Background: an optimization exercise with open tools, aiming at small area. Do not read the settings as production practice.
Function was checked by simulation only, so behaviour that the tests miss may differ from the original.
Power is estimated from default activity; no workload was simulated.

**config.mk**
```make
export PLATFORM = sky130hd
export DESIGN_NAME = Final_Watch
export DESIGN_NICKNAME = Final_Watch
export VERILOG_FILES = /design/flow/design.v
export SDC_FILE = /design/flow/constraint.sdc
export NUM_CORES = 4
export LEC_CHECK = 0
export CAP_MARGIN = 20
export CORE_MARGIN = 2
export CORE_UTILIZATION = 60
export CTS_BUF_LIST = sky130_fd_sc_hd__clkbuf_8
export SLEW_MARGIN = 20
```
**constraint.sdc**
```tcl
create_clock -name core_clock -period 22.0 [get_ports {clk}]
set_input_delay 4.4000 -clock core_clock [delete_from_list [all_inputs] [get_ports {clk}]]
set_output_delay 4.4000 -clock core_clock [all_outputs]
set_load 0.01 [all_outputs]
```
**flow/my_synth.tcl**
```tcl
# The standard synthesis (synth_recipe.tcl) with two changes: no adder-cell
# extraction (ADDER_MAP_FILE is empty on the make line) and an area-oriented
# ABC script for the combinational logic. Registers are mapped as before.
proc synth {args} { yosys synth -nofsm -noshare {*}$args }
set my_abc_script [file join [file dirname [file normalize [info script]]] area.abc]
proc abc {args} {
  global my_abc_script
  set out {}
  set skip 0
  foreach a $args {
    if {$skip} { set skip 0; continue }
    if {$a eq "-script"} { set skip 1; continue }
    lappend out $a
  }
  yosys abc -script $my_abc_script {*}$out
}
source $::env(SCRIPTS_DIR)/synth.tcl
# left out here: clear keep_hierarchy, flatten, clean up, hide names made inside functions, write 1_2_yosys.v
```
**flow/run.sh**
```bash
#!/bin/bash
# Own flow: the standard synthesis, then the same synthesis again with an
# area-oriented ABC script and without adder cells; if the registers of the
# two netlists agree (names and cell types) the second netlist is laid out
# by the standard flow, otherwise the standard one is.
set -u
W=$(pwd)
R=$W/orfs/results/$FLOW_PLATFORM/Final_Watch/base
bash standard.sh synth > std_synth.log 2>&1 || exit 1
cp $R/1_2_yosys.v $W/ref_1_2_yosys.v
make -C $FLOW_HOME DESIGN_CONFIG=$W/config.mk WORK_HOME=$W/orfs CLKGATE_MAP_FILE= \
  SYNTH_SCRIPT=$W/flow/my_synth.tcl ADDER_MAP_FILE= do-yosys > my_synth.log 2>&1
ok=0
if [ -s $R/1_2_yosys.v ] && grep -q "endmodule" $R/1_2_yosys.v; then
  cp $R/1_2_yosys.v $W/own_1_2_yosys.v
  python3 $W/flow/fixnames.py $W/ref_1_2_yosys.v $W/own_1_2_yosys.v $W/own_fixed_1_2_yosys.v > fixnames.log 2>&1 \
    && cp $W/own_fixed_1_2_yosys.v $R/1_2_yosys.v
  python3 $W/flow/regs.py $W/ref_1_2_yosys.v > regs_ref.txt
  python3 $W/flow/regs.py $R/1_2_yosys.v > regs_own.txt
  if [ -s regs_ref.txt ] && cmp -s regs_ref.txt regs_own.txt; then ok=1; fi
fi
if [ $ok = 1 ]; then
  echo "own synthesis used" > synth_choice.txt
else
  echo "registers differ or own synthesis failed: standard synthesis used" > synth_choice.txt
  cp $W/ref_1_2_yosys.v $R/1_2_yosys.v
fi
touch $R/1_2_yosys.v
CTS_ARGS="-sink_clustering_enable -repair_clock_nets -buf_list sky130_fd_sc_hd__clkbuf_8 -dont_use_dummy_load" BUFFER_PORTS_ARGS="-buffer_cell sky130_fd_sc_hd__buf_1" bash standard.sh > std_layout.log 2>&1
```
**flow/area.abc**
```
strash
&get -n
&deepsyn -J 100
&put
dch -f
amap
topo
```
**design.v**
```verilog
`timescale 1ns / 1ps
module Final_Watch(
    input clk,
    input rst_sw,
    input [7:1] dip_sw,
    input [11:0] key_pad,
    output [7:0] seg_data,
    output [7:0] seg_com,
    output [7:0] lcd_data,
    output lcd_rs, lcd_rw, lcd_e,
    output [3:0] led_r,
    output [3:0] led_g,
    output [3:0] led_b,
    output piezo
);
    wire rst = rst_sw;
    function [3:0] dec_inc;    
        input [3:0] d;
        dec_inc = {(d[3] & ~d[0]) | (d[2] & d[1] & d[0]),
                   d[2] ^ (d[1] & d[0]),
                   (d[1] ^ d[0]) & ~d[3],
                   ~d[0]};
    endfunction
    function [3:0] dec_dec;    
        input [3:0] d;
        dec_dec = {(~d[3] & ~d[2] & ~d[1] & ~d[0]) | (d[3] & d[0]),
                   (d[2] & (d[1] | d[0])) | (d[3] & ~d[0]),
                   (d[1] & d[0]) | (d[2] & ~d[1] & ~d[0]) | (d[3] & ~d[0]),
                   ~d[0]};
    endfunction
    function [2:0] sex_inc;    
        input [2:0] d;
        sex_inc = {(d[2] & ~d[0]) | (d[1] & d[0]),
                   (d[1] ^ d[0]) & ~d[2],
                   ~d[0]};
    endfunction
    function [2:0] sex_dec;    
        input [2:0] d;
        sex_dec = {(~d[2] & ~d[1] & ~d[0]) | (d[2] & d[0]),
                   (d[1] & d[0]) | (d[2] & ~d[0]),
                   ~d[0]};
    endfunction
    function [3:0] hex_inc;    
        input [3:0] d;
        hex_inc = d ^ {d[2] & d[1] & d[0], d[1] & d[0], d[0], 1'b1};
    endfunction
    function [3:0] hex_dec;    
        input [3:0] d;
        hex_dec = d ^ {~d[2] & ~d[1] & ~d[0], ~d[1] & ~d[0], ~d[0], 1'b1};
    endfunction
    reg [5:0] k_reg, k_trig;    
    wire [5:0] k_in = {key_pad[11], key_pad[10], key_pad[9], key_pad[2], key_pad[1], key_pad[0]};
    always @(posedge clk or negedge rst) begin
        if(!rst) begin
            k_reg  <= 6'd0;
            k_trig <= 6'd0;
        end else begin
            k_reg  <= k_in;
            k_trig <= k_in & ~k_reg;
        end
    end
    wire key1 = k_trig[0], key2 = k_trig[1], key3 = k_trig[2];
    wire kstar = k_trig[3], key0 = k_trig[4], ksharp = k_trig[5];
    reg [2:0] c5;
    always @(posedge clk or negedge rst) begin
        if(!rst) c5 <= 3'd0;
        else     c5 <= {(c5[1] & c5[0]) | (c5[2] & ~c5[0]), (c5[1] ^ c5[0]) & ~c5[2], ~c5[0] | c5[2]};
    end
    wire c5_is4 = (c5 == 3'd4);           
    wire tick_1khz = (c5 == 3'd5);
    reg [3:0] cnt_lcd;
    always @(posedge clk or negedge rst) begin
        if(!rst) cnt_lcd <= 4'd0;
        else     cnt_lcd <= hex_inc(cnt_lcd);
    end
    assign lcd_e = ((cnt_lcd[3] & (cnt_lcd[2] | cnt_lcd[1] | cnt_lcd[0])) | (cnt_lcd == 4'd0)) & (c5 != 3'd0);
    reg [6:0] k125;
    always @(posedge clk or negedge rst) begin
        if(!rst) k125 <= 7'd0;
        else if(c5_is4 && cnt_lcd[2:0] == 3'd7)
            k125 <= (k125 == 7'd124) ? 7'd0 : k125 ^ {&k125[5:0], &k125[4:0], &k125[3:0], &k125[2:0], &k125[1:0], k125[0], 1'b1};
    end
    wire tick_1hz = tick_1khz & (cnt_lcd[2:0] == 3'd0) & (k125 == 7'd0);
    wire lcd_step = (cnt_lcd == 4'd8);
    reg view_24h;
    always @(posedge clk or negedge rst) begin
        if(!rst) view_24h <= 1'b1;
        else if((dip_sw[1] | dip_sw[2] | dip_sw[3] | dip_sw[4]) && key0)
            view_24h <= ~view_24h;
    end
    reg [3:0] c_h10, c_h1, c_m1, c_s1;
    reg [2:0] c_m10, c_s10;
    reg [1:0] c_state;
    always @(posedge clk or negedge rst) begin
        if(!rst) begin
            c_h10 <= 4'd1; c_h1 <= 4'd2;
            c_m10 <= 3'd0; c_m1 <= 4'd0;
            c_s10 <= 3'd0; c_s1 <= 4'd0;
        end else begin
            if(tick_1hz) begin
                if(c_s1 == 4'd9) begin
                    c_s1 <= 4'd0;
                    if(c_s10 == 3'd5) begin
                        c_s10 <= 3'd0;
                        if(c_m1 == 4'd9) begin
                            c_m1 <= 4'd0;
                            if(c_m10 == 3'd5) begin
                                c_m10 <= 3'd0;
                                if(c_h10 == 4'd2 && c_h1 == 4'd3) begin
                                    c_h10 <= 4'd0; c_h1 <= 4'd0;
                                end
                                else if(c_h1 == 4'd9) begin
                                    c_h1 <= 4'd0; c_h10 <= hex_inc(c_h10);
                                end
                                else c_h1 <= dec_inc(c_h1);
                            end
                            else c_m10 <= sex_inc(c_m10);
                        end
                        else c_m1 <= dec_inc(c_m1);
                    end
                    else c_s10 <= sex_inc(c_s10);
                end
                else c_s1 <= dec_inc(c_s1);
            end
            if(dip_sw[1]) begin
                case(c_state)
                    2'd1: begin
                        if(key3) begin
                            if(c_h10 == 4'd2 && c_h1 == 4'd3) begin c_h10 <= 4'd0; c_h1 <= 4'd0; end
                            else if(c_h1 == 4'd9) begin c_h1 <= 4'd0; c_h10 <= hex_inc(c_h10); end
                            else c_h1 <= dec_inc(c_h1);
                        end
                        if(key1) begin
                            if(c_h10 == 4'd0 && c_h1 == 4'd0) begin c_h10 <= 4'd2; c_h1 <= 4'd3; end
                            else if(c_h1 == 4'd0) begin c_h1 <= 4'd9; c_h10 <= hex_dec(c_h10); end
                            else c_h1 <= dec_dec(c_h1);
                        end
                    end
                    2'd2: begin
                        if(key3) begin
                            if(c_m1 == 4'd9) begin
                                c_m1 <= 4'd0;
                                c_m10 <= sex_inc(c_m10);
                            end
                            else c_m1 <= dec_inc(c_m1);
                        end
                        if(key1) begin
                            if(c_m10 == 3'd0 && c_m1 == 4'd0) begin c_m10 <= 3'd5; c_m1 <= 4'd9; end
                            else if(c_m1 == 4'd0) begin
                                c_m1 <= 4'd9;
                                c_m10 <= sex_dec(c_m10);
                            end
                            else c_m1 <= dec_dec(c_m1);
                        end
                    end
                    2'd3: begin
                        if(key2) begin c_s10 <= 3'd0; c_s1 <= 4'd0; end
                    end
                    default: ;
                endcase
            end
        end
    end
    always @(posedge clk or negedge rst) begin
        if(!rst) c_state <= 2'd0;
        else if(dip_sw[1]) begin
            if(kstar)       c_state <= {c_state[1] ~^ c_state[0], ~c_state[0]};
            else if(ksharp) c_state <= {c_state[1] ^ c_state[0], ~c_state[0]};
        end
        else c_state <= 2'd0;
    end
    reg [2:0] a_state;
    reg [3:0] al_h10, al_h1, al_m1, al_s1;
    reg [2:0] al_m10, al_s10;
    reg is_ringing, alarm_set;
    reg [2:0] a_state_up, a_state_dn;
    always @(*) begin
        case(a_state)
            3'd0: begin a_state_up = 3'd1; a_state_dn = 3'd4; end
            3'd1: begin a_state_up = 3'd2; a_state_dn = 3'd0; end
            3'd2: begin a_state_up = 3'd3; a_state_dn = 3'd1; end
            3'd3: begin a_state_up = 3'd4; a_state_dn = 3'd2; end
            default: begin a_state_up = 3'd0; a_state_dn = 3'd3; end
        endcase
    end
    wire al_match = {c_h10, c_h1, c_m10, c_m1, c_s10, c_s1} ==
                    {al_h10, al_h1, al_m10, al_m1, al_s10, al_s1};
    always @(posedge clk or negedge rst) begin
        if(!rst) begin
            a_state <= 3'd0;
            {al_h10, al_h1, al_m10, al_m1, al_s10, al_s1} <= 22'd0;
            is_ringing <= 1'b0;
            alarm_set  <= 1'b0;
        end else begin
            if(is_ringing && key0) is_ringing <= 1'b0;
            if(a_state == 3'd4 && al_match) is_ringing <= 1'b1;
            if(dip_sw[5]) begin
                if(kstar)       a_state <= a_state_dn;
                else if(ksharp) a_state <= a_state_up;
                if(a_state == 3'd0 && key2) begin
                    {al_h10, al_h1, al_m10, al_m1, al_s10, al_s1} <= 22'd0;
                    alarm_set  <= 1'b0;
                    is_ringing <= 1'b0;
                end
                if(a_state == 3'd1) begin
                    if(key3) begin
                        alarm_set <= 1'b1;
                        if(al_h10 == 4'd2 && al_h1 == 4'd3) begin al_h10 <= 4'd0; al_h1 <= 4'd0; end
                        else if(al_h1 == 4'd9) begin al_h1 <= 4'd0; al_h10 <= hex_inc(al_h10); end
                        else al_h1 <= dec_inc(al_h1);
                    end
                    if(key1) begin
                        alarm_set <= 1'b1;
                        if(al_h10 == 4'd0 && al_h1 == 4'd0) begin al_h10 <= 4'd2; al_h1 <= 4'd3; end
                        else if(al_h1 == 4'd0) begin al_h1 <= 4'd9; al_h10 <= hex_dec(al_h10); end
                        else al_h1 <= dec_dec(al_h1);
                    end
                end
                else if(a_state == 3'd2) begin
                    if(key3) begin
                        alarm_set <= 1'b1;
                        if(al_m1 == 4'd9) begin
                            al_m1 <= 4'd0;
                            al_m10 <= sex_inc(al_m10);
                        end
                        else al_m1 <= dec_inc(al_m1);
                    end
                    if(key1) begin
                        alarm_set <= 1'b1;
                        if(al_m10 == 3'd0 && al_m1 == 4'd0) begin al_m10 <= 3'd5; al_m1 <= 4'd9; end
                        else if(al_m1 == 4'd0) begin
                            al_m1 <= 4'd9;
                            al_m10 <= sex_dec(al_m10);
                        end
                        else al_m1 <= dec_dec(al_m1);
                    end
                end
                else if(a_state == 3'd3) begin
                    if(key3) begin
                        alarm_set <= 1'b1;
                        if(al_s1 == 4'd9) begin
                            al_s1 <= 4'd0;
                            al_s10 <= sex_inc(al_s10);
                        end
                        else al_s1 <= dec_inc(al_s1);
                    end
                    if(key1) begin
                        alarm_set <= 1'b1;
                        if(al_s10 == 3'd0 && al_s1 == 4'd0) begin al_s10 <= 3'd5; al_s1 <= 4'd9; end
                        else if(al_s1 == 4'd0) begin
                            al_s1 <= 4'd9;
                            al_s10 <= sex_dec(al_s10);
                        end
                        else al_s1 <= dec_dec(al_s1);
                    end
                    if(key2) begin
                        alarm_set <= 1'b1;
                        al_s10 <= 3'd0;
                        al_s1  <= 4'd0;
                    end
                end
            end
        end
    end
    reg [3:0] tm_m1, tm_s1;
    reg [2:0] tm_m10, tm_s10;
    reg [1:0] t_state;
    reg is_run, is_end;
    always @(posedge clk or negedge rst) begin
        if(!rst) begin
            t_state <= 2'd0;
            is_run <= 1'b0;
            is_end <= 1'b0;
            {tm_m10, tm_m1, tm_s10, tm_s1} <= 14'd0;
        end else begin
            if(is_run && tick_1hz) begin
                if(tm_s1 == 4'd0) begin
                    if(tm_s10 == 3'd0) begin
                        if(tm_m1 == 4'd0) begin
                            if(tm_m10 == 3'd0) begin
                                is_run <= 1'b0;
                                is_end <= 1'b1;
                            end
                            else begin
                                tm_m10 <= sex_dec(tm_m10);
                                tm_m1  <= 4'd9;
                                tm_s10 <= 3'd5;
                                tm_s1  <= 4'd9;
                            end
                        end
                        else begin
                            tm_m1  <= dec_dec(tm_m1);
                            tm_s10 <= 3'd5;
                            tm_s1  <= 4'd9;
                        end
                    end
                    else begin
                        tm_s10 <= sex_dec(tm_s10);
                        tm_s1  <= 4'd9;
                    end
                end
                else tm_s1 <= dec_dec(tm_s1);
            end
            if(dip_sw[6]) begin
                if(kstar)       t_state <= {t_state[1] ~^ t_state[0], ~t_state[0]};
                else if(ksharp) t_state <= {t_state[1] ^ t_state[0], ~t_state[0]};
                if(t_state == 2'd3 && key0) begin
                    if(is_end) begin
                        is_end  <= 1'b0;
                        t_state <= 2'd0;
                    end
                    else is_run <= ~is_run;
                end
                if(t_state == 2'd1) begin
                    if(key3) begin
                        if(tm_m1 == 4'd9) begin
                            tm_m1 <= 4'd0;
                            tm_m10 <= sex_inc(tm_m10);
                        end
                        else tm_m1 <= dec_inc(tm_m1);
                    end
                    if(key1) begin
                        if(tm_m10 == 3'd0 && tm_m1 == 4'd0) begin tm_m10 <= 3'd5; tm_m1 <= 4'd9; end
                        else if(tm_m1 == 4'd0) begin
                            tm_m1 <= 4'd9;
                            tm_m10 <= sex_dec(tm_m10);
                        end
                        else tm_m1 <= dec_dec(tm_m1);
                    end
                end
                if(t_state == 2'd2) begin
                    if(key3) begin
                        if(tm_s1 == 4'd9) begin
                            tm_s1 <= 4'd0;
                            tm_s10 <= sex_inc(tm_s10);
                        end
                        else tm_s1 <= dec_inc(tm_s1);
                    end
                    if(key1) begin
                        if(tm_s10 == 3'd0 && tm_s1 == 4'd0) begin tm_s10 <= 3'd5; tm_s1 <= 4'd9; end
                        else if(tm_s1 == 4'd0) begin
                            tm_s1 <= 4'd9;
                            tm_s10 <= sex_dec(tm_s10);
                        end
                        else tm_s1 <= dec_dec(tm_s1);
                    end
                end
                if(t_state == 2'd0) begin
                    {tm_m10, tm_m1, tm_s10, tm_s1} <= 14'd0;
                    is_run <= 1'b0;
                    is_end <= 1'b0;
                end
            end
        end
    end
    reg [1:0] g_state;
    reg [3:0] g_d3, g_d2, g_d1, g_d0;
    reg g_valid, g_stale;
    wire g_all9 = (g_d3 == 4'd9) && (g_d2 == 4'd9) && (g_d1 == 4'd9) && (g_d0 == 4'd9);
    wire g_wait_done = (g_d3 == 4'd3);
    wire g_inc = tick_1khz && !key0 &&
                 ((g_state == 2'd1 && !g_wait_done) || (g_state == 2'd2 && !g_all9));
    wire g_go2 = (g_state == 2'd1) && !key0 && tick_1khz && g_wait_done;
    always @(posedge clk or negedge rst) begin
        if(!rst) begin
            g_state <= 2'd0;
            {g_d3, g_d2, g_d1, g_d0} <= 16'd0;
            g_valid <= 1'b0;
            g_stale <= 1'b0;
        end else if(dip_sw[7]) begin
            g_stale <= key0 | g_go2;
            if(g_state == 2'd0 || g_go2) begin
                {g_d3, g_d2, g_d1, g_d0} <= 16'd0;
            end else if(g_inc) begin
                g_d0 <= dec_inc(g_d0);
                if(g_d0 == 4'd9) begin
                    g_d1 <= dec_inc(g_d1);
                    if(g_d1 == 4'd9) begin
                        g_d2 <= dec_inc(g_d2);
                        if(g_d2 == 4'd9) g_d3 <= dec_inc(g_d3);
                    end
                end
            end
            case(g_state)
                2'd0: begin
                    g_valid <= 1'b0;
                    if(key0) g_state <= 2'd1;
                end
                2'd1: begin
                    if(key0) g_state <= 2'd3;
                    else if(g_go2) g_state <= 2'd2;
                end
                2'd2: begin
                    if(key0) begin
                        g_state <= 2'd3;
                        g_valid <= 1'b1;
                    end
                end
                2'd3: begin
                    if(key0) g_state <= 2'd0;
                end
            endcase
        end
    end
    reg g_r, g_g, g_b;
    always @(*) begin
        case(g_state)
            2'd0: {g_r, g_g, g_b} = g_stale ? {1'b1, g_valid, g_valid} : 3'b000;
            2'd1: {g_r, g_g, g_b} = g_stale ? 3'b000 : 3'b001;
            2'd2: {g_r, g_g, g_b} = g_stale ? 3'b001 : 3'b010;
            default: {g_r, g_g, g_b} = {1'b1, g_valid, g_valid};
        endcase
    end
    assign led_r = {4{dip_sw[7] & g_r}};
    assign led_g = {4{dip_sw[7] & g_g}};
    assign led_b = {4{dip_sw[7] & g_b}};
    reg [4:0] base_hour_24, off_h, city_hour_24;
    reg [3:0] city_h10_24, city_h1_24, disp_h10, disp_h1;
    always @(*) begin
        base_hour_24 = (c_h10 * 5'd10) + c_h1;
        if(dip_sw[2])      off_h = 5'd10;
        else if(dip_sw[3]) off_h = 5'd15;
        else if(dip_sw[4]) off_h = 5'd16;
        else               off_h = 5'd0;
        city_hour_24 = base_hour_24 + off_h;
        if(city_hour_24 >= 5'd24) city_hour_24 = city_hour_24 - 5'd24;
        if(city_hour_24 >= 5'd20) begin
            city_h10_24 = 4'd2; city_h1_24 = city_hour_24 - 5'd20;
        end else if(city_hour_24 >= 5'd10) begin
            city_h10_24 = 4'd1; city_h1_24 = city_hour_24 - 5'd10;
        end else begin
            city_h10_24 = 4'd0; city_h1_24 = city_hour_24[3:0];
        end
        if(view_24h) begin
            disp_h10 = city_h10_24; disp_h1 = city_h1_24;
        end else if(city_h10_24 == 0 && city_h1_24 == 0) begin
            disp_h10 = 4'd1; disp_h1 = 4'd2;
        end else if(city_h10_24 == 1 && city_h1_24 > 4'd2) begin
            disp_h10 = 4'd0; disp_h1 = city_h1_24 - 4'd2;
        end else if(city_h10_24 == 2) begin
            disp_h10 = (city_h1_24 >= 4'd2) ? 4'd1 : 4'd0;
            if(city_h1_24 == 4'd0)      disp_h1 = 4'd8;
            else if(city_h1_24 == 4'd1) disp_h1 = 4'd9;
            else                        disp_h1 = city_h1_24 - 4'd2;
        end else begin
            disp_h10 = city_h10_24; disp_h1 = city_h1_24;
        end
    end
    reg [1:0] dig3;
    always @(posedge clk or negedge rst) begin
        if(!rst) dig3 <= 2'd0;
        else if(c5_is4) dig3 <= {dig3[0], ~dig3[1] & ~dig3[0]};
    end
    wire dig_odd = cnt_lcd[0] ^ (c5[0] & ~c5[2]);
    reg [2:0] digit_sel;
    always @(*) begin
        case({dig_odd, dig3})
            3'b0_00: digit_sel = 3'd0;
            3'b1_01: digit_sel = 3'd1;
            3'b0_10: digit_sel = 3'd2;
            3'b1_00: digit_sel = 3'd3;
            3'b0_01: digit_sel = 3'd4;
            default: digit_sel = 3'd5;
        endcase
    end
    reg [3:0] hex_in;
    reg [7:0] com;
    always @(*) begin
        case(digit_sel)
            3'd0: com = 8'b1111_1110;
            3'd1: com = 8'b1111_1101;
            3'd2: com = 8'b1111_1011;
            3'd3: com = 8'b1111_0111;
            3'd4: com = 8'b1110_1111;
            default: com = 8'b1101_1111;
        endcase
        if(dip_sw[7]) begin
            if(!g_valid) hex_in = 4'hE;
            else case(digit_sel)
                3'd0: hex_in = g_d0;
                3'd1: hex_in = g_d1;
                3'd2: hex_in = g_d2;
                3'd3: hex_in = g_d3;
                default: hex_in = 4'h0;
            endcase
        end else if(dip_sw[6]) begin
            case(digit_sel)
                3'd0: hex_in = tm_s1;
                3'd1: hex_in = {1'b0, tm_s10};
                3'd2: hex_in = tm_m1;
                3'd3: hex_in = {1'b0, tm_m10};
                default: hex_in = 4'h0;
            endcase
        end else begin
            case(digit_sel)
                3'd0: hex_in = c_s1;
                3'd1: hex_in = {1'b0, c_s10};
                3'd2: hex_in = c_m1;
                3'd3: hex_in = {1'b0, c_m10};
                3'd4: hex_in = dip_sw[5] ? c_h1 : disp_h1;
                default: hex_in = dip_sw[5] ? c_h10 : disp_h10;
            endcase
        end
    end
    assign seg_com = com;
    reg [6:0] seg7;
    always @(*) begin
        case(hex_in)
            4'h0: seg7 = 7'b1111110;
            4'h1: seg7 = 7'b0110000;
            4'h2: seg7 = 7'b1101101;
            4'h3: seg7 = 7'b1111001;
            4'h4: seg7 = 7'b0110011;
            4'h5: seg7 = 7'b1011011;
            4'h6: seg7 = 7'b1011111;
            4'h7: seg7 = 7'b1110000;
            4'h8: seg7 = 7'b1111111;
            4'h9: seg7 = 7'b1111011;
            4'hA: seg7 = 7'b1110111;
            4'hB: seg7 = 7'b0011111;
            4'hC: seg7 = 7'b1001110;
            4'hD: seg7 = 7'b0111101;
            4'hE: seg7 = 7'b1001111;
            default: seg7 = 7'b1000111;
        endcase
    end
    assign seg_data = {seg7, ~dip_sw[7] & (digit_sel == 3'd2 || digit_sel == 3'd4)};
    wire pz_en = ~dip_sw[7] & (dip_sw[6] ? is_end : is_ringing);
    reg [2:0] pz_lo;       
    reg [5:0] pz_hi;       
    reg [4:0] pz_p;        
    wire pz_tick = pz_hi[5] & pz_hi[4] & pz_hi[1];
    reg pz_on;
    always @(*) begin
        case(pz_p)
            5'd0, 5'd1, 5'd3, 5'd4, 5'd6, 5'd7, 5'd8, 5'd9, 5'd10, 5'd11, 5'd18, 5'd19: pz_on = 1'b1;
            default: pz_on = 1'b0;
        endcase
    end
    always @(posedge clk or negedge rst) begin
        if(!rst) begin
            pz_lo <= 3'd0; pz_hi <= 6'd0; pz_p <= 5'd0;
        end else if(!pz_en) begin
            pz_lo <= 3'd0; pz_hi <= 6'd0; pz_p <= 5'd0;
        end else begin
            pz_lo <= {pz_lo[1] & pz_lo[0], pz_lo[1] ^ pz_lo[0], ~pz_lo[0] & ~pz_lo[2]};
            if(pz_tick) pz_hi <= 6'd0;
            else if(pz_lo[2]) pz_hi <= pz_hi ^ {&pz_hi[4:0], &pz_hi[3:0], &pz_hi[2:0], &pz_hi[1:0], pz_hi[0], 1'b1};
            if(pz_tick) pz_p <= (pz_p == 5'd19) ? 5'd2 : pz_p ^ {&pz_p[3:0], &pz_p[2:0], &pz_p[1:0], pz_p[0], 1'b1};
        end
    end
    wire pz_late = |pz_p[4:1];
    assign piezo = pz_on & (pz_hi[0] ^ (pz_late & ~(pz_lo[2] | pz_lo[1] | pz_lo[0])));
    localparam DELAY = 3'b000, FUNCTION_SET = 3'b001, ENTRY_MODE = 3'b010,
               DISP_ONOFF = 3'b011, LINE1 = 3'b100, LINE2 = 3'b101, DELAY_T = 3'b110;
    reg [2:0] l_state;
    reg [4:0] l_cnt;
    reg [7:0] l_data;
    wire [3:0] ci = l_cnt[3:0];
    wire [4:0] l_cnt_inc = l_cnt ^ {&l_cnt[3:0], &l_cnt[2:0], &l_cnt[1:0], l_cnt[0], 1'b1};
    wire l_delay_end = (k125 == 7'd28) && (c5 == 3'd3);
    wire line2 = l_state[0];
    reg [7:0] ch;
    always @(*) begin
        ch = 8'h20;
        if(!line2) begin
            if(dip_sw[7]) begin
                case(ci)
                    4'd2: ch = 8'h52;
                    4'd3: ch = 8'h65;
                    4'd4: ch = 8'h61;
                    4'd5: ch = 8'h63;
                    4'd6: ch = 8'h74;
                    4'd7: ch = 8'h69;
                    4'd8: ch = 8'h6F;
                    4'd9: ch = 8'h6E;
                    4'd11: ch = 8'h54;
                    4'd12: ch = 8'h65;
                    4'd13: ch = 8'h73;
                    4'd14: ch = 8'h74;
                    default: ch = 8'h20;
                endcase
            end
            else if(dip_sw[6]) begin
                case(ci)
                    4'd3: ch = 8'h54;
                    4'd4: ch = 8'h69;
                    4'd5: ch = 8'h6D;
                    4'd6: ch = 8'h65;
                    4'd7: ch = 8'h72;
                    4'd9: ch = 8'h4D;
                    4'd10: ch = 8'h6F;
                    4'd11: ch = 8'h64;
                    4'd12: ch = 8'h65;
                    default: ch = 8'h20;
                endcase
            end
            else if(dip_sw[5]) begin
                case(ci)
                    4'd3: ch = 8'h41;
                    4'd4: ch = 8'h6C;
                    4'd5: ch = 8'h61;
                    4'd6: ch = 8'h72;
                    4'd7: ch = 8'h6D;
                    4'd9: ch = 8'h4D;
                    4'd10: ch = 8'h6F;
                    4'd11: ch = 8'h64;
                    4'd12: ch = 8'h65;
                    default: ch = 8'h20;
                endcase
            end
            else if(dip_sw[1]) begin
                case(ci)
                    4'd5: ch = 8'h53;
                    4'd6: ch = 8'h65;
                    4'd7: ch = 8'h6F;
                    4'd8: ch = 8'h75;
                    4'd9: ch = 8'h6C;
                    default: ch = 8'h20;
                endcase
            end
            else if(dip_sw[2]) begin
                case(ci)
                    4'd4: ch = 8'h4E;
                    4'd5: ch = 8'h65;
                    4'd6: ch = 8'h77;
                    4'd8: ch = 8'h59;
                    4'd9: ch = 8'h6F;
                    4'd10: ch = 8'h72;
                    4'd11: ch = 8'h6B;
                    default: ch = 8'h20;
                endcase
            end
            else if(dip_sw[3]) begin
                case(ci)
                    4'd5: ch = 8'h4C;
                    4'd6: ch = 8'h6F;
                    4'd7: ch = 8'h6E;
                    4'd8: ch = 8'h64;
                    4'd9: ch = 8'h6F;
                    4'd10: ch = 8'h6E;
                    default: ch = 8'h20;
                endcase
            end
            else if(dip_sw[4]) begin
                case(ci)
                    4'd5: ch = 8'h50;
                    4'd6: ch = 8'h61;
                    4'd7: ch = 8'h72;
                    4'd8: ch = 8'h69;
                    4'd9: ch = 8'h73;
                    default: ch = 8'h20;
                endcase
            end
        end else begin
            if(dip_sw[7]) begin
                case(g_state)
                    2'd0: begin
                        case(ci)
                            4'd5: ch = 8'h53;
                            4'd6: ch = 8'h74;
                            4'd7: ch = 8'h61;
                            4'd8: ch = 8'h72;
                            4'd9: ch = 8'h74;
                            default: ch = 8'h20;
                        endcase
                    end
                    2'd1: begin
                        case(ci)
                            4'd5: ch = 8'h52;
                            4'd6: ch = 8'h65;
                            4'd7: ch = 8'h61;
                            4'd8: ch = 8'h64;
                            4'd9: ch = 8'h79;
                            default: ch = 8'h20;
                        endcase
                    end
                    2'd2: begin
                        case(ci)
                            4'd1: ch = 8'h57;
                            4'd2: ch = 8'h61;
                            4'd3: ch = 8'h69;
                            4'd4: ch = 8'h74;
                            4'd6: ch = 8'h66;
                            4'd7: ch = 8'h6F;
                            4'd8: ch = 8'h72;
                            4'd10: ch = 8'h47;
                            4'd11: ch = 8'h72;
                            4'd12: ch = 8'h65;
                            4'd13: ch = 8'h65;
                            4'd14: ch = 8'h6E;
                            default: ch = 8'h20;
                        endcase
                    end
                    default: begin
                        if(!g_valid) begin
                            case(ci)
                                4'd4: ch = 8'h54;
                                4'd5: ch = 8'h6F;
                                4'd6: ch = 8'h6F;
                                4'd8: ch = 8'h46;
                                4'd9: ch = 8'h61;
                                4'd10: ch = 8'h73;
                                4'd11: ch = 8'h74;
                                default: ch = 8'h20;
                            endcase
                        end
                        else if(g_d3 == 4'd0 && g_d2[3:1] == 3'd0) begin
                            case(ci)
                                4'd4: ch = 8'h47;
                                4'd5: ch = 8'h72;
                                4'd6: ch = 8'h65;
                                4'd7: ch = 8'h61;
                                4'd8: ch = 8'h74;
                                default: ch = 8'h20;
                            endcase
                        end
                        else if(g_d3 == 4'd0 && g_d2[3:2] == 2'd0 && !(g_d2[1] & g_d2[0])) begin
                            case(ci)
                                4'd5: ch = 8'h47;
                                4'd6: ch = 8'h6F;
                                4'd7: ch = 8'h6F;
                                4'd8: ch = 8'h64;
                                default: ch = 8'h20;
                            endcase
                        end
                        else begin
                            case(ci)
                                4'd5: ch = 8'h53;
                                4'd6: ch = 8'h6C;
                                4'd7: ch = 8'h6F;
                                4'd8: ch = 8'h77;
                                default: ch = 8'h20;
                            endcase
                        end
                    end
                endcase
            end else if(dip_sw[6]) begin
                case(t_state)
                    2'd0: begin
                        case(ci)
                            4'd3: ch = 8'h52;
                            4'd4: ch = 8'h65;
                            4'd5: ch = 8'h73;
                            4'd6: ch = 8'h65;
                            4'd7: ch = 8'h74;
                            4'd9: ch = 8'h4D;
                            4'd10: ch = 8'h6F;
                            4'd11: ch = 8'h64;
                            4'd12: ch = 8'h65;
                            default: ch = 8'h20;
                        endcase
                    end
                    2'd1: begin
                        case(ci)
                            4'd3: ch = 8'h53;
                            4'd4: ch = 8'h65;
                            4'd5: ch = 8'h74;
                            4'd7: ch = 8'h4D;
                            4'd8: ch = 8'h69;
                            4'd9: ch = 8'h6E;
                            4'd10: ch = 8'h75;
                            4'd11: ch = 8'h74;
                            4'd12: ch = 8'h65;
                            default: ch = 8'h20;
                        endcase
                    end
                    2'd2: begin
                        case(ci)
                            4'd3: ch = 8'h53;
                            4'd4: ch = 8'h65;
                            4'd5: ch = 8'h74;
                            4'd7: ch = 8'h53;
                            4'd8: ch = 8'h65;
                            4'd9: ch = 8'h63;
                            4'd10: ch = 8'h6F;
                            4'd11: ch = 8'h6E;
                            4'd12: ch = 8'h64;
                            default: ch = 8'h20;
                        endcase
                    end
                    default: begin
                        if(is_end) begin
                            case(ci)
                                4'd3: ch = 8'h54;
                                4'd4: ch = 8'h69;
                                4'd5: ch = 8'h6D;
                                4'd6: ch = 8'h65;
                                4'd8: ch = 8'h4F;
                                4'd9: ch = 8'h56;
                                4'd10: ch = 8'h45;
                                4'd11: ch = 8'h52;
                                4'd12: ch = 8'h21;
                                4'd13: ch = 8'h21;
                                4'd14: ch = 8'h21;
                                default: ch = 8'h20;
                            endcase
                        end
                        else if(is_run) begin
                            case(ci)
                                4'd3: ch = 8'h52;
                                4'd4: ch = 8'h75;
                                4'd5: ch = 8'h6E;
                                4'd6: ch = 8'h6E;
                                4'd7: ch = 8'h69;
                                4'd8: ch = 8'h6E;
                                4'd9: ch = 8'h67;
                                4'd10: ch = 8'h2E;
                                4'd11: ch = 8'h2E;
                                4'd12: ch = 8'h2E;
                                default: ch = 8'h20;
                            endcase
                        end
                        else begin
                            case(ci)
                                4'd3: ch = 8'h50;
                                4'd4: ch = 8'h61;
                                4'd5: ch = 8'h75;
                                4'd6: ch = 8'h73;
                                4'd7: ch = 8'h65;
                                4'd8: ch = 8'h2F;
                                4'd9: ch = 8'h52;
                                4'd10: ch = 8'h65;
                                4'd11: ch = 8'h61;
                                4'd12: ch = 8'h64;
                                4'd13: ch = 8'h79;
                                default: ch = 8'h20;
                            endcase
                        end
                    end
                endcase
            end else if(dip_sw[5]) begin
                case(a_state)
                    3'd0: begin
                        if(!alarm_set) begin
                            case(ci)
                                4'd0: ch = 8'h41;
                                4'd1: ch = 8'h6C;
                                4'd2: ch = 8'h61;
                                4'd3: ch = 8'h72;
                                4'd4: ch = 8'h6D;
                                4'd5: ch = 8'h3A;
                                4'd6: ch = 8'h4E;
                                4'd7: ch = 8'h6F;
                                4'd8: ch = 8'h6E;
                                default: ch = 8'h20;
                            endcase
                        end
                        else begin
                            case(ci)
                                4'd0: ch = 8'h41;
                                4'd1: ch = 8'h6C;
                                4'd2: ch = 8'h61;
                                4'd3: ch = 8'h72;
                                4'd4: ch = 8'h6D;
                                4'd5: ch = 8'h3A;
                                4'd6: ch = 8'h4F;
                                4'd7: ch = 8'h46;
                                4'd8: ch = 8'h46;
                                default: ch = 8'h20;
                            endcase
                        end
                    end
                    3'd1: begin
                        case(ci)
                            4'd0: ch = 8'h53;
                            4'd1: ch = 8'h65;
                            4'd2: ch = 8'h74;
                            4'd4: ch = 8'h48;
                            4'd6: ch = {4'h3, al_h10};
                            4'd7: ch = {4'h3, al_h1};
                            4'd8: ch = 8'h3A;
                            4'd9: ch = {4'h3, {1'b0, al_m10}};
                            4'd10: ch = {4'h3, al_m1};
                            4'd11: ch = 8'h3A;
                            4'd12: ch = {4'h3, {1'b0, al_s10}};
                            4'd13: ch = {4'h3, al_s1};
                            default: ch = 8'h20;
                        endcase
                    end
                    3'd2: begin
                        case(ci)
                            4'd0: ch = 8'h53;
                            4'd1: ch = 8'h65;
                            4'd2: ch = 8'h74;
                            4'd4: ch = 8'h4D;
                            4'd6: ch = {4'h3, al_h10};
                            4'd7: ch = {4'h3, al_h1};
                            4'd8: ch = 8'h3A;
                            4'd9: ch = {4'h3, {1'b0, al_m10}};
                            4'd10: ch = {4'h3, al_m1};
                            4'd11: ch = 8'h3A;
                            4'd12: ch = {4'h3, {1'b0, al_s10}};
                            4'd13: ch = {4'h3, al_s1};
                            default: ch = 8'h20;
                        endcase
                    end
                    3'd3: begin
                        case(ci)
                            4'd0: ch = 8'h53;
                            4'd1: ch = 8'h65;
                            4'd2: ch = 8'h74;
                            4'd4: ch = 8'h53;
                            4'd6: ch = {4'h3, al_h10};
                            4'd7: ch = {4'h3, al_h1};
                            4'd8: ch = 8'h3A;
                            4'd9: ch = {4'h3, {1'b0, al_m10}};
                            4'd10: ch = {4'h3, al_m1};
                            4'd11: ch = 8'h3A;
                            4'd12: ch = {4'h3, {1'b0, al_s10}};
                            4'd13: ch = {4'h3, al_s1};
                            default: ch = 8'h20;
                        endcase
                    end
                    default: begin
                        if(is_ringing) begin
                            case(ci)
                                4'd0: ch = 8'h41;
                                4'd1: ch = 8'h6C;
                                4'd2: ch = 8'h61;
                                4'd3: ch = 8'h72;
                                4'd4: ch = 8'h6D;
                                4'd6: ch = 8'h52;
                                4'd7: ch = 8'h69;
                                4'd8: ch = 8'h6E;
                                4'd9: ch = 8'h67;
                                4'd10: ch = 8'h69;
                                4'd11: ch = 8'h6E;
                                4'd12: ch = 8'h67;
                                4'd13: ch = 8'h21;
                                4'd14: ch = 8'h21;
                                default: ch = 8'h20;
                            endcase
                        end
                        else begin
                            case(ci)
                                4'd0: ch = 8'h41;
                                4'd1: ch = 8'h6C;
                                4'd2: ch = 8'h61;
                                4'd3: ch = 8'h72;
                                4'd4: ch = 8'h6D;
                                4'd6: ch = {4'h3, al_h10};
                                4'd7: ch = {4'h3, al_h1};
                                4'd8: ch = 8'h3A;
                                4'd9: ch = {4'h3, {1'b0, al_m10}};
                                4'd10: ch = {4'h3, al_m1};
                                4'd11: ch = 8'h3A;
                                4'd12: ch = {4'h3, {1'b0, al_s10}};
                                4'd13: ch = {4'h3, al_s1};
                                default: ch = 8'h20;
                            endcase
                        end
                    end
                endcase
            end else if(dip_sw[1]) begin
                case(c_state)
                    2'd0: begin
                        if(view_24h) begin
                            case(ci)
                                4'd4: ch = 8'h4D;
                                4'd5: ch = 8'h6F;
                                4'd6: ch = 8'h64;
                                4'd7: ch = 8'h65;
                                4'd8: ch = 8'h3A;
                                4'd9: ch = 8'h32;
                                4'd10: ch = 8'h34;
                                4'd11: ch = 8'h48;
                                default: ch = 8'h20;
                            endcase
                        end
                        else begin
                            case(ci)
                                4'd4: ch = 8'h4D;
                                4'd5: ch = 8'h6F;
                                4'd6: ch = 8'h64;
                                4'd7: ch = 8'h65;
                                4'd8: ch = 8'h3A;
                                4'd9: ch = 8'h31;
                                4'd10: ch = 8'h32;
                                4'd11: ch = 8'h48;
                                default: ch = 8'h20;
                            endcase
                        end
                    end
                    2'd1: begin
                        case(ci)
                            4'd3: ch = 8'h41;
                            4'd4: ch = 8'h64;
                            4'd5: ch = 8'h6A;
                            4'd6: ch = 8'h75;
                            4'd7: ch = 8'h73;
                            4'd8: ch = 8'h74;
                            4'd10: ch = 8'h48;
                            4'd11: ch = 8'h6F;
                            4'd12: ch = 8'h75;
                            4'd13: ch = 8'h72;
                            default: ch = 8'h20;
                        endcase
                    end
                    2'd2: begin
                        case(ci)
                            4'd3: ch = 8'h41;
                            4'd4: ch = 8'h64;
                            4'd5: ch = 8'h6A;
                            4'd6: ch = 8'h75;
                            4'd7: ch = 8'h73;
                            4'd8: ch = 8'h74;
                            4'd10: ch = 8'h4D;
                            4'd11: ch = 8'h69;
                            4'd12: ch = 8'h6E;
                            default: ch = 8'h20;
                        endcase
                    end
                    default: begin
                        case(ci)
                            4'd4: ch = 8'h52;
                            4'd5: ch = 8'h65;
                            4'd6: ch = 8'h73;
                            4'd7: ch = 8'h65;
                            4'd8: ch = 8'h74;
                            4'd10: ch = 8'h53;
                            4'd11: ch = 8'h65;
                            4'd12: ch = 8'h63;
                            default: ch = 8'h20;
                        endcase
                    end
                endcase
            end else if(dip_sw[2] | dip_sw[3] | dip_sw[4]) begin
                if(view_24h) begin
                    case(ci)
                        4'd4: ch = 8'h4D;
                        4'd5: ch = 8'h6F;
                        4'd6: ch = 8'h64;
                        4'd7: ch = 8'h65;
                        4'd8: ch = 8'h3A;
                        4'd9: ch = 8'h32;
                        4'd10: ch = 8'h34;
                        4'd11: ch = 8'h48;
                        default: ch = 8'h20;
                    endcase
                end
                else begin
                    case(ci)
                        4'd4: ch = 8'h4D;
                        4'd5: ch = 8'h6F;
                        4'd6: ch = 8'h64;
                        4'd7: ch = 8'h65;
                        4'd8: ch = 8'h3A;
                        4'd9: ch = 8'h31;
                        4'd10: ch = 8'h32;
                        4'd11: ch = 8'h48;
                        default: ch = 8'h20;
                    endcase
                end
            end
        end
    end
    always @(posedge clk or negedge rst) begin
        if(!rst) begin
            l_state <= DELAY;
            l_cnt <= 5'd0;
        end else if(lcd_step) begin
            case(l_state)
                DELAY: begin
                    if(l_delay_end) l_state <= FUNCTION_SET;
                end
                FUNCTION_SET: begin
                    if(l_cnt == 5'd30) begin l_state <= DISP_ONOFF; l_cnt <= 5'd0; end
                    else l_cnt <= l_cnt_inc;
                end
                DISP_ONOFF: begin
                    if(l_cnt == 5'd30) begin l_state <= ENTRY_MODE; l_cnt <= 5'd0; end
                    else l_cnt <= l_cnt_inc;
                end
                ENTRY_MODE: begin
                    if(l_cnt == 5'd30) begin l_state <= LINE1; l_cnt <= 5'd0; end
                    else l_cnt <= l_cnt_inc;
                end
                LINE1: begin
                    if(l_cnt == 5'd16) begin l_state <= LINE2; l_cnt <= 5'd0; end
                    else l_cnt <= l_cnt_inc;
                end
                LINE2: begin
                    if(l_cnt == 5'd16) begin l_state <= DELAY_T; l_cnt <= 5'd0; end
                    else l_cnt <= l_cnt_inc;
                end
                default: begin
                    if(l_cnt == 5'd5) begin l_state <= LINE1; l_cnt <= 5'd0; end
                    else l_cnt <= l_cnt_inc;
                end
            endcase
        end
    end
    always @(posedge clk or negedge rst) begin
        if(!rst) begin
            l_data <= 8'h00;
        end else if(lcd_step) begin
            case(l_state)
                DELAY:        l_data <= 8'h00;
                FUNCTION_SET: l_data <= 8'h38;
                DISP_ONOFF:   l_data <= 8'h0C;
                ENTRY_MODE:   l_data <= 8'h06;
                LINE1, LINE2: l_data <= !l_cnt[4] ? ch : (line2 ? 8'h80 : 8'hC0);
                default:      l_data <= 8'h02;
            endcase
        end
    end
    wire l_first = (l_state == DELAY) || (l_state == FUNCTION_SET && l_cnt == 5'd0);
    assign lcd_rw = l_first;
    assign lcd_rs = l_first || (l_state[2:1] == 2'b10 && l_cnt != 5'd0);
    assign lcd_data = l_data;
endmodule
```
**standard.sh**
```bash
#!/bin/bash
# synth_recipe.tcl (not shown) runs the flow's synth.tcl, then flattens the netlist and writes it again
# the make line also repeats each setting of config.mk as NAME=value (left out here)
make -C /OpenROAD-flow-scripts/flow DESIGN_CONFIG=/design/flow/config.mk WORK_HOME=/design/flow/orfs CLKGATE_MAP_FILE= SYNTH_SCRIPT=/design/flow/synth_recipe.tcl "${@:-finish}"
```
**flow/fixnames.py**
```python
# Gives the flip-flops of the own netlist (argv[2]) that have generated names
# (_NNNN_) the name that the standard netlist (argv[1]) gives the flip-flop
# driving the same Q net. Writes the result to argv[3].
import re, sys
FF = re.compile(r'^(\s*)(sky130_fd_sc_hd__(?:df|sdf|edf|dl)\w*)\s+(\S+)\s*\((.*?)\);', re.M | re.S)
def flops(text):
    out = {}
    for m in FF.finditer(text):
        q = re.search(r'\.Q\(\s*(.*?)\s*\)', m.group(4))
        if q:
            out[q.group(1)] = (m.group(3), m.group(2))
    return out
ref = open(sys.argv[1]).read()
own = open(sys.argv[2]).read()
rf, of = flops(ref), flops(own)
names = set(re.findall(r'(?<![\w\\$])(_\d+_)(?!\w)', own))
ren = {}
for q, (rn, rt) in rf.items():
    if q not in of:
        continue
    on, ot = of[q]
    if on != rn:
        if not re.fullmatch(r'_\d+_', on) or rn in names:
            sys.exit("cannot rename %s to %s" % (on, rn))
        ren[on] = rn
def sub(m):
    n = m.group(3)
    if n in ren:
        return m.group(0).replace(' ' + n + ' ', ' ' + ren[n] + ' ', 1)
    return m.group(0)
new = FF.sub(sub, own)
open(sys.argv[3], 'w').write(new)
print("renamed", ren)
```
**flow/regs.py**
```python
# Lists the flip-flop instances (name, cell type without drive strength) of a netlist.
import re, sys
s = open(sys.argv[1]).read()
regs = sorted((n, re.sub(r'_\d+$', '', t)) for t, n in
              re.findall(r'^\s*(sky130_fd_sc_hd__(?:df|sdf|edf|dl)\w*)\s+(\S+)\s*\(', s, re.M))
for n, t in regs:
    print(t, n)
```
==> results.py, run 1 <==
metrics = {
    "placement": {
        "dp_hpwl_mm": 32.5,
        "pre_cts_ws_ns": 7.39,
        "io_buffers": 52,
        "gp_congestion": 1.15,
    },
    "pwr": {
        "p_comb_frac": 0.435,
        "vdd_drop_max_mv": 0.0772,
        "p_sw_uw": 512,
        "pwr-share-seq": 0.405,
        "power_density_nw_per_um2": 92.3,
        "leakagePower_nw": 4.29,
        "p_int_uw": 542,
        "p_clk_frac": 0.160,
        "p_sw_frac": 0.486,
        "finalPower_mw": 1.05,
    },
    "sta": {
        "fmax_mhz": 69.0,
        "setup_slack_ns": 7.51,
        "finalCritPeriodShare": 0.659,
        "maxSlewHeadroom": 0.279,
        "finClkSkew_ns": 0.0372,
        "rsz0062_at_grt": "no",
        "finalHoldViolations": 0,
        "fin_crit_ns": 14.49,
        "setup_viol": 0,
        "worstMarginPinSlew_ns": 1.07,
        "tns_ns": 0,
        "drv_slew": 0,
    },
    "logic_synthesis": {
        "async_reset_ff_frac": 1.00,
        "syn_area_um2": 10700,
        "yosysSeqAreaShare": 0.348,
        "synthCells": 1562,
        "ys_types": 50,
        "yosys_warnings": 1,
        "synth_edf_count": 0,
        "synth-seq-cells": 148,
        "synth-main-ff-cell": "dfrtp_1",
        "avgSynthCellArea_um2": 6.83,
    },
    "worst_hold_path": {
        "hp-class": "register to register",
        "min_delay_path_depth": 1,
        "hold_path_end": "k_trig[1]",
        "hold_start": "k_reg[1]",
    },
    "cells_and_area": {
        "drive_gt1_frac": 0.0232,
        "syn2layout_area_growth_pct": 7.12,
        "largestRegisters": "l_data (8), k125 (7)",
        "layout.nets": 1660,
        "largest-register": "l_data",
        "num_antenna_cells": 0,
        "largest_register_ffs": 8,
    },
    "clock_network": {
        "cts_sinks": 148,
        "clk-insertion-delay-late_ns": 0.49,
        "hold_buffers": 0,
        "postCtsResizedCells": 0,
        "cts_buffers": 17,
        "post_cts_buffers": 0,
        "clock-root-buffer": "clkbuf_8",
        "ctsLongestPathBuffers": 2,
        "path_clk_slew_ns": 0.09,
        "cts_tree": "done",
        "cts.htree.levels": 4,
    },
    "route": {
        "viasPerCell": 6.96,
        "antenna_left": 0,
        "drc": 0,
        "drt-initial-drc-count": 1944,
        "drt-wirelength-per-cell_um": 22.8,
        "first_pass_iters": 10,
        "wl_mm": 42.4,
        "vias": 13000,
    },
    "die": {
        "die_width_um": 137,
        "io_pins": 61,
        "start_util": 0.614,
        "die_h_um": 137,
        "core-area_um2": 17400,
        "fp-row-count": 48,
        "dieArea_um2": 18900,
    },
    "worst_setup_path": {
        "crit_path_end_kind": "output port",
        "worstSetupPathType": "primary input to output port",
        "slowest_delay_ns": 0.69,
        "r2r-start": "l_cnt[2]",
        "cp_slowest_cell": "a2111oi_0",
        "critical_path.top_delay_family": "compound AO/OA/AOI/OAI gates",
        "start_kind": "primary input",
        "critPathArrivalTime_ns": 10.09,
        "cp_max_fo": 6,
        "reg2reg_depth": 14,
        "cp_num_buf_inv": 8,
        "r2r-end": "l_data[0]",
        "crit_path_start": "dip_sw[2]",
        "cp.required_ns": 17.60,
        "r2r_slack_ns": 17.20,
    },
    "global_routing": {
        "grt_start_max_net_pins": 56,
        "grt_pass1_vias": 11700,
        "grt_pass1_wl_mm": 63.9,
        "overflow": 0,
        "antenna_found_initial": 0,
        "grt_usage": 0.451,
    },
    "run_status": {
        "status": "finished clean",
    },
    "flow_run": {
        "max-cap-violations": 0,
    },
}
==> layout by cell type (no fill, tap or decap), drive strengths merged, types with 15 or more instances in the layout <==
cell type and n:
a2111oi 17, a211oi 29, a21oi 94, a22oi 15, a31oi 23, buf 66, clkbuf 19, clkinv 239
dfrtp 145, nand2 127, nand3 35, nor2 392, nor3 72, nor4 22, o21ai 114, o22ai 56
o32ai 16
==> synth_stat cells (all sizes together), types with 2 or more instances <==
cell | instances | area (um2)
a32oi | 4 | 35.0
a22oi | 15 | 113
or2 | 6 | 37.5
o32ai | 16 | 140
a21oi | 94 | 470
nand2 | 127 | 477
nand2b | 2 | 12.5
o221ai | 8 | 70.1
o311ai | 10 | 87.6
clkinv | 239 | 897
o21a | 7 | 52.6
buf | 11 | 82.6
o31ai | 11 | 82.6
dfrtp | 145 | 3630
or4 | 4 | 30.0
a311oi | 7 | 61.3
a221oi | 10 | 87.6
o2111a | 2 | 22.5
nor2b | 12 | 75.1
nand3 | 35 | 175
dfstp | 3 | 78.8
a2111oi | 17 | 149
nor2 | 392 | 1470
nor3 | 72 | 360
nand4 | 9 | 56.3
a31o | 3 | 26.3
o221a | 2 | 22.5
nor4 | 22 | 138
a222oi | 2 | 20.0
and3 | 2 | 12.5
a311o | 2 | 20.0
o22a | 6 | 52.6
a211oi | 29 | 218
o32a | 5 | 50.1
or3 | 14 | 87.6
o2111ai | 3 | 26.3
o21ai | 114 | 571
o22ai | 56 | 350
a31oi | 23 | 144
o211a | 3 | 30.0
o41ai | 6 | 52.6
o211ai | 4 | 30.0
==> cell type report <==
class	instances	area, um2
flip-flops and latches	148	3710
well taps	225	282
fillers	1561	5930
repair buffers	68	317
multi-input cells	1165	5990
clock buffers	17	234
inverters	239	897
==> power by group through the flow <==
stage | combinational, mW | sequential (mW) | clock [mW]
2_1_floorplan | 0.332 | 0.388 | 0
3_3_place_gp | 0.420 | 0.421 | 0
3_5_place_dp | 0.435 | 0.422 | 0
4_1_cts | 0.438 | 0.417 | 0.167
5_1_grt | 0.503 | 0.429 | 0.176
6_report | 0.459 | 0.427 | 0.169
==> worst max path at each step <==
| stage | end | slack (ns) | cells after the start |
|---|---|---|---|
| 2_1_floorplan | seg_data[2] | 8.91 | 23 |
| 3_3_place_gp | seg_data[2] | 7.81 | 27 |
| 3_5_place_dp | seg_data[2] | 7.39 | 27 |
| 4_1_cts | seg_data[2] | 7.35 | 27 |
| 5_1_grt | seg_data[2] | 7.00 | 27 |
| 6_report | seg_data[2] | 7.51 | 27 |
==> metrics by stage <==
step	hold WS (ns)	util	instance area [um2]	std cells
global route	0.406	0.658	11400	1862
detailed placement	0.384	0.644	11200	1844
CTS	0.398	0.658	11400	1861
finish	0.397	0.658	11400	1862
global placement	0.379	0.644	11200	1844
floorplan	0.378	-	10700	1563
==> logic make-up after synthesis <==
family                 count (synthesis)  share of synthesized area
and+or+nand+nor                      700                      0.277
DFF                                  148                      0.348
other                                  1                   0.000352
buffers and inverters                250                     0.0919
AOI/OAI and AO/OA                    463                      0.283
==> per-layer routing <==
| metal | global-route usage | up-vias | routed length, um |
|---|---|---|---|
| met4 | 0.210 | 0 | 2420 |
| met1 | 0.584 | 5839 | 15700 |
| met5 | 0 | - | 0 |
| met2 | 0.668 | 1129 | 17700 |
| li1 | - | 5716 | - |
| met3 | 0.168 | 273 | 6600 |
==> run 2: changes to the inputs <==
--- a/config.mk
+++ b/config.mk
@@ -7,6 +7,6 @@
 export LEC_CHECK = 0
 export CAP_MARGIN = 20
 export CORE_MARGIN = 2
-export CORE_UTILIZATION = 60
+export CORE_UTILIZATION = 40
 export CTS_BUF_LIST = sky130_fd_sc_hd__clkbuf_8
 export SLEW_MARGIN = 20
==> run 2 against run 1 <==
Still clean. Die area rose by 48%. Register-to-register slack got worse by 0.61 ns. Flip-flop and latch count stayed put. Largest cell class unchanged.
==> results.py, run 2 <==
metrics = {
    "run_status": {
        "status": "finished clean",
    },
    "logic_synthesis": {
        "syn_area_um2": 10700,
        "yosys_warnings": 1,
        "synth_edf_count": 0,
        "synth.most_common_cell": "nor2_1",
        "netlist_top_cells_count": "nor2_1, clkinv_1, dfrtp_1",
        "ys_types": 50,
        "synth_top_family_by_area": "compound AO/OA/AOI/OAI gates",
        "synthAdderAreaFrac": 0,
        "synth_xor_area_frac": 0,
        "synth-main-ff-cell": "dfrtp_1",
        "yosysSeqAreaShare": 0.348,
        "async_reset_ff_frac": 1.00,
        "synth_top_cell_area_share": 0.340,
        "synth-seq-cells": 148,
        "ys_top_cells_by_area": "dfrtp_1, nor2_1, clkinv_1",
        "synth-simple-area-share": 0.277,
        "yosysTopAreaCell": "dfrtp_1",
        "synth_compound_area_frac": 0.283,
        "muxShareOfSynthArea": 0,
        "synthCells": 1562,
        "avgSynthCellArea_um2": 6.83,
    },
    "clock_network": {
        "clk-insertion-delay-late_ns": 0.49,
        "hold_buffers": 0,
        "post_cts_buffers": 0,
        "cts_buffers": 17,
        "postCtsResizedCells": 0,
        "path_clk_slew_ns": 0.12,
        "cts_tree": "done",
        "cts_sinks": 148,
        "ctsLongestPathBuffers": 2,
        "cts.htree.levels": 4,
        "clock-root-buffer": "clkbuf_8",
    },
    "worst_setup_path": {
        "cp.depth": 28,
        "cp_slowest_cell": "a2111oi_1",
        "critPathArrivalTime_ns": 10.09,
        "r2r_slack_ns": 16.59,
        "worstSetupEndpoint": "seg_data[2]",
        "crit_path_end_kind": "output port",
        "cp_max_fo": 6,
        "r2r-start": "l_cnt[2]",
        "worstSetupPathType": "primary input to output port",
        "cp.required_ns": 17.60,
        "r2r-end": "l_data[0]",
        "cp_num_buf_inv": 7,
        "critical_path.top_delay_family": "compound AO/OA/AOI/OAI gates",
        "crit_path_start": "dip_sw[3]",
        "start_kind": "primary input",
        "slowest_delay_ns": 0.88,
        "reg2reg_depth": 13,
        "crit_top_cell": "nor2_1",
    },
    "cells_and_area": {
        "fill_cells": 2812,
        "syn2layout_area_growth_pct": 8.60,
        "layout_commonest_cell": "nor2_1",
        "stdcell_count": 1975,
        "multiInputGateArea_um2": 5980,
        "final_cell_mix": "nor2_1, clkinv_1, dfrtp_1",
        "largestRegisters": "l_data (8), k125 (7)",
        "num_antenna_cells": 0,
        "register_area_um2": 3710,
        "largest-register": "l_data",
        "layout.nets": 1663,
        "drive_gt1_frac": 0.0244,
        "largest_register_ffs": 8,
    },
    "die": {
        "die_h_um": 167,
        "die_width_um": 167,
        "start_util": 0.408,
        "core-area_um2": 26100,
        "dieArea_um2": 28000,
        "fp-row-count": 59,
        "io_pins": 61,
    },
    "global_routing": {
        "grt_pass1_wl_mm": 71.5,
        "grt_pass1_vias": 11800,
        "grt_usage": 0.336,
        "overflow": 0,
        "grt_start_max_net_pins": 63,
        "antenna_found_initial": 1,
    },
    "sta": {
        "worstMarginPinSlew_ns": 1.14,
        "fin_crit_ns": 14.49,
        "fmax_mhz": 69.0,
        "drv_slew": 0,
        "finalCritPeriodShare": 0.658,
        "finClkSkew_ns": 0.0468,
        "rsz0062_at_grt": "no",
        "finalHoldViolations": 0,
        "maxSlewHeadroom": 0.219,
        "setup_viol": 0,
        "tns_ns": 0,
    },
    "route": {
        "vias": 12400,
        "drt-initial-drc-count": 1301,
        "viasPerCell": 6.28,
        "antenna_left": 0,
        "first_pass_iters": 17,
        "drc": 0,
        "wl_mm": 46.5,
        "drt-wirelength-per-cell_um": 23.6,
    },
    "pwr": {
        "p_sw_uw": 514,
        "p_comb_frac": 0.430,
        "p_sw_frac": 0.487,
        "p_clk_frac": 0.164,
        "pwr-share-seq": 0.406,
        "p_int_uw": 542,
        "vdd_drop_max_mv": 0.0518,
        "power_density_nw_per_um2": 91.2,
        "leakagePower_nw": 4.31,
    },
    "worst_hold_path": {
        "hold_start": "k_reg[5]",
        "hp-class": "register to register",
    },
    "flow_run": {
        "max-cap-violations": 0,
    },
    "placement": {
        "dp_hpwl_mm": 36.5,
        "placed_cells": 1958,
        "gp_congestion": 1.02,
        "io_buffers": 52,
    },
}
==> run 2: cell counts after synthesis <==
Identical to the previous run, type by type.
==> run 2: per-stage QoR <==
| step | hold slack, ns | instance area (um2) | power [mW] | utilization | worst slack [ns] |
|---|---|---|---|---|---|
| 4_1_cts | 0.373 | 11600 | 1.05 | 0.443 | 7.62 |
| 5_1_grt | 0.383 | 11600 | 1.13 | 0.443 | 6.79 |
| 6_report | 0.381 | 11600 | 1.06 | 0.443 | 7.51 |
| 2_1_floorplan | 0.378 | 10700 | 0.720 | - | 8.91 |
| 3_3_place_gp | 0.382 | 11300 | 0.869 | 0.434 | 7.90 |
| 3_5_place_dp | 0.384 | 11300 | 0.872 | 0.434 | 7.69 |
==> run 2: layout make-up <==
cell class,count,area share
timing repair buffer,71,0.0295
clock buffer,17,0.0202
tap,335,0.0362
multi-input combinational,1165,0.517
sequential,148,0.320
inverter,239,0.0775
==> run 2: cells by family (layout without fill, tap and decap cells) <==
group / count (synthesis) / count (layout)
flops: 148 / 148
other cells: 1 / 2
buf+inv: 250 / 327
compound gates: 463 / 463
simple gates: 700 / 700
==> run 2: worst min path at each step <==
| stage | to | depth (start not counted) |
|---|---|---|
| after floorplan | k_trig[0] | 1 |
| after global placement | k_trig[1] | 1 |
| after detailed placement | k_trig[2] | 1 |
| after CTS | k_trig[0] | 1 |
| after global routing | k_trig[0] | 1 |
| final | k_trig[5] | 1 |
==> run 2: worst register-to-register path, stage by stage (launching register included) <==
cell and delay [ns]:
dfrtp_1 0.59, clkinv_1 0.45, nor2_1 0.60, clkinv_1 0.63
nor2_1 0.59, nor2_1 0.19, nor2_1 0.59, o21ai_0 0.38
nor3_1 0.38, a211oi_1 0.07, o21ai_0 0.45, o211ai_1 0.19
nand2_1 0.11, o21ai_0 0.08
==> run 2: layer usage <==
metal,share of wire,track usage,vias up
met5,0,0,-
met4,0.032,0.114,0
met3,0.10,0.0778,110
met2,0.44,0.521,654
met1,0.43,0.462,5905
li1,-,-,5726
==> run 2: power groups by stage <==
stage | clock (mW) | sequential [mW] | combinational, mW
after CTS | 0.180 | 0.423 | 0.445
final | 0.174 | 0.429 | 0.454
after detailed placement | 0 | 0.428 | 0.443
after global routing | 0.189 | 0.435 | 0.509
after floorplan | 0 | 0.388 | 0.332
after global placement | 0 | 0.430 | 0.439

==> port drivers added, routing unchanged <==
Ports are ideal in the flow. The routed layouts listed here were re-timed in OpenROAD. Step 1 assumes that a clkbuf_16 drives the clock port and a buf_2 every other input. Step 2 times the ports against the registers' clock, not the clock port: input delays grow and output delays shrink by t, the midpoint of the rising clock arrivals with the driver on. Slacks: no drivers / after step 1 / after step 2; pairs: no drivers / after step 1.
| run | t (ns) | setup slack, ns | worst hold slack (ns) | worst setup path after step 2 | worst slew at a driven data input, ns |
|---|---|---|---|---|---|
| run 1 | 0.512 | 7.509 / 7.488 / 7.488 | 0.397 / 0.397 / 0.397 | input to output | 0.04 |
| run 2 | 0.512 | 7.515 / 7.489 / 7.489 | 0.381 / 0.381 / 0.381 | input to output | 0.03 |
After both steps setup and hold are still met in every run listed. The setup slack of run 2, which loses most, moves by -0.026 ns with the drivers and by -0.026 ns with both steps.
